What follows belongs to an exercise in optimizing a design on an open flow for small area, a short achievable clock period and few clock cycles; a production flow would make more cautious choices.

== v38 ==
## dividor_rtl
module dividor_rtl #(parameter SIZE=16)
		(
			input clk, rst, start,
			input [SIZE-1:0] a, b,
			output [SIZE-1:0] m,
			output [9:0] f,
			output done,
			output div0);
		localparam IDLE  = 3'd0;
		localparam FIRST = 3'd1;     
		localparam INT   = 3'd2;
		localparam MUL   = 3'd3;
		localparam FRAC  = 3'd4;
		localparam FIN   = 3'd5;
		reg [2:0] state;
		reg [2:0] cnt;           
		reg [15:0] b_r;
		reg [17:0] b3;           
		reg [15:0] p;            
		reg [15:0] q;            
		reg [9:0] fr;            
		reg [1:0] nb;            
		reg [3:0] la, lb;        
		reg az;                  
		reg short_r;             
		integer i;
		function [3:0] lead(input [15:0] x);
			begin
				lead[3] = |x[15:8];
				lead[2] = |x[15:12] | (~|x[15:8] & |x[7:4]);
				lead[1] = |x[15:14] | (~|x[15:12] & |x[11:10]) | (~|x[15:8] & |x[7:6])
				        | (~|x[15:4] & |x[3:2]);
				lead[0] = x[15] | (~|x[15:14] & x[13]) | (~|x[15:12] & x[11])
				        | (~|x[15:10] & x[9]) | (~|x[15:8] & x[7]) | (~|x[15:6] & x[5])
				        | (~|x[15:4] & x[3]) | (~|x[15:2] & x[1]);
			end
		endfunction
		wire short = az || la < lb;
		wire [3:0] dl = la - lb;             
		wire [2:0] k = dl[3:1];              
		wire [31:0] a_sh = {2'b00, q, 14'd0} >> {k, 1'b0};
		wire [17:0] t = {p, nb};
		wire [18:0] d1 = {1'b0, t} - {3'b0, b_r};
		wire [18:0] d2 = {1'b0, t} - {2'b0, b_r, 1'b0};
		wire [18:0] d3 = {1'b0, t} - {1'b0, b3};
		wire [1:0] qq = !d3[18] ? 2'd3 : !d2[18] ? 2'd2 : !d1[18] ? 2'd1 : 2'd0;
		wire [15:0] p_step = !d3[18] ? d3[15:0] : !d2[18] ? d2[15:0] : !d1[18] ? d1[15:0] : t[15:0];
		wire [25:0] n1000 = {p, 10'd0} - {6'd0, p, 4'd0} - {7'd0, p, 3'd0};
		wire mul_now = (state == MUL) || (state == FIRST && short);
		always @(posedge clk or posedge rst)
			if (rst)
				state <= IDLE;
			else case (state)
				IDLE:  if (start) state <= FIRST;
				FIRST: state <= !short ? INT : (p == 16'd0) ? FIN : FRAC;
				INT:   if (cnt == 3'd0) state <= MUL;
				MUL:   state <= (p == 16'd0) ? FIN : FRAC;
				FRAC:  if (cnt == 3'd0) state <= FIN;
				default: state <= IDLE;
			endcase
		always @(posedge clk) begin
			b3 <= {1'b0, b_r, 1'b0} + {2'b0, b_r};
			la <= lead(a);
			lb <= lead(b);
			az <= ~|a;
			if (state == IDLE)
  ...
Size: ~1100 cells after synthesis, ~94 flip-flops, roughly 63 I/O pins, about 9200 sq um of cells after synthesis.
make LEC_CHECK=0 CAP_MARGIN=20 CORE_MARGIN=2 CORE_UTILIZATION=40 SETUP_SLACK_MARGIN=4.4 SLEW_MARGIN=20 finish   # period 7.5 ns
run.sh (not shown) runs the stock make flow with config.mk's settings and CLKGATE_MAP_FILE= SYNTH_SCRIPT=/design/flow/synth_recipe.tcl, a recipe that flattens the netlist after the stock synthesis.
v38 completed end to end with timing, DRC and antenna clean.
What v39 does differently from v38 at the input level:
- SLEW_MARGIN now 0, was 20
- SETUP_SLACK_MARGIN now 4.3, was 4.4
- CAP_MARGIN now 0, was 20
Results
Lower first-pass detailed-route iteration total among v39 and v38: v38.
Input-level comparison between v30 and v39:
- swapping 0 for 20 in CAP_MARGIN
- swapping 0 for 20 in SLEW_MARGIN
[summary]
Diff v39..v30 | die area | unchanged
v39 -> v30: sum of net half-perimeters after detailed placement delta 0, exact match
The design area on v39 is in line with that on v30.
DRC violation total after the first TritonRoute iteration: v30 vs v39 identical
Reported for v30 and v39, number of optimization iterations in the first detailed-route pass turned out identical to the last digit.
v39 -> v30: critical path depth delta 0, exact match
Between v39 and v30, the total congestion overflow after global routing does not differ in any meaningful way.
No functional check of the RTL was part of any run of this note.

==> re-timing with driven ports <==
The results above use ideal ports. As a check the final layouts listed here were re-extracted and re-timed, cells and wires unchanged.
Step 1 assumes that a clkbuf_16 drives the clock port and a buf_2 every other input.
Step 2 times the ports against the registers' clock, not the clock port: input delays grow and output delays shrink by t, the midpoint of the rising clock arrivals with the driver on.
a / b / c = ideal / step 1 / step 2; a / b = the first two.
run	t, ns	setup slack, ns	slew at the worst register clock pin (ns)	cell pins on the clock port's net
v38	0.399	4.319 / 4.319 / 4.259	0.08 / 0.08	1
v39	0.401	4.344 / 4.328 / 4.239	0.08 / 0.08	1
v30	0.401	4.344 / 4.328 / 4.239	0.08 / 0.08	1
After both steps setup and hold are still met in every run listed.
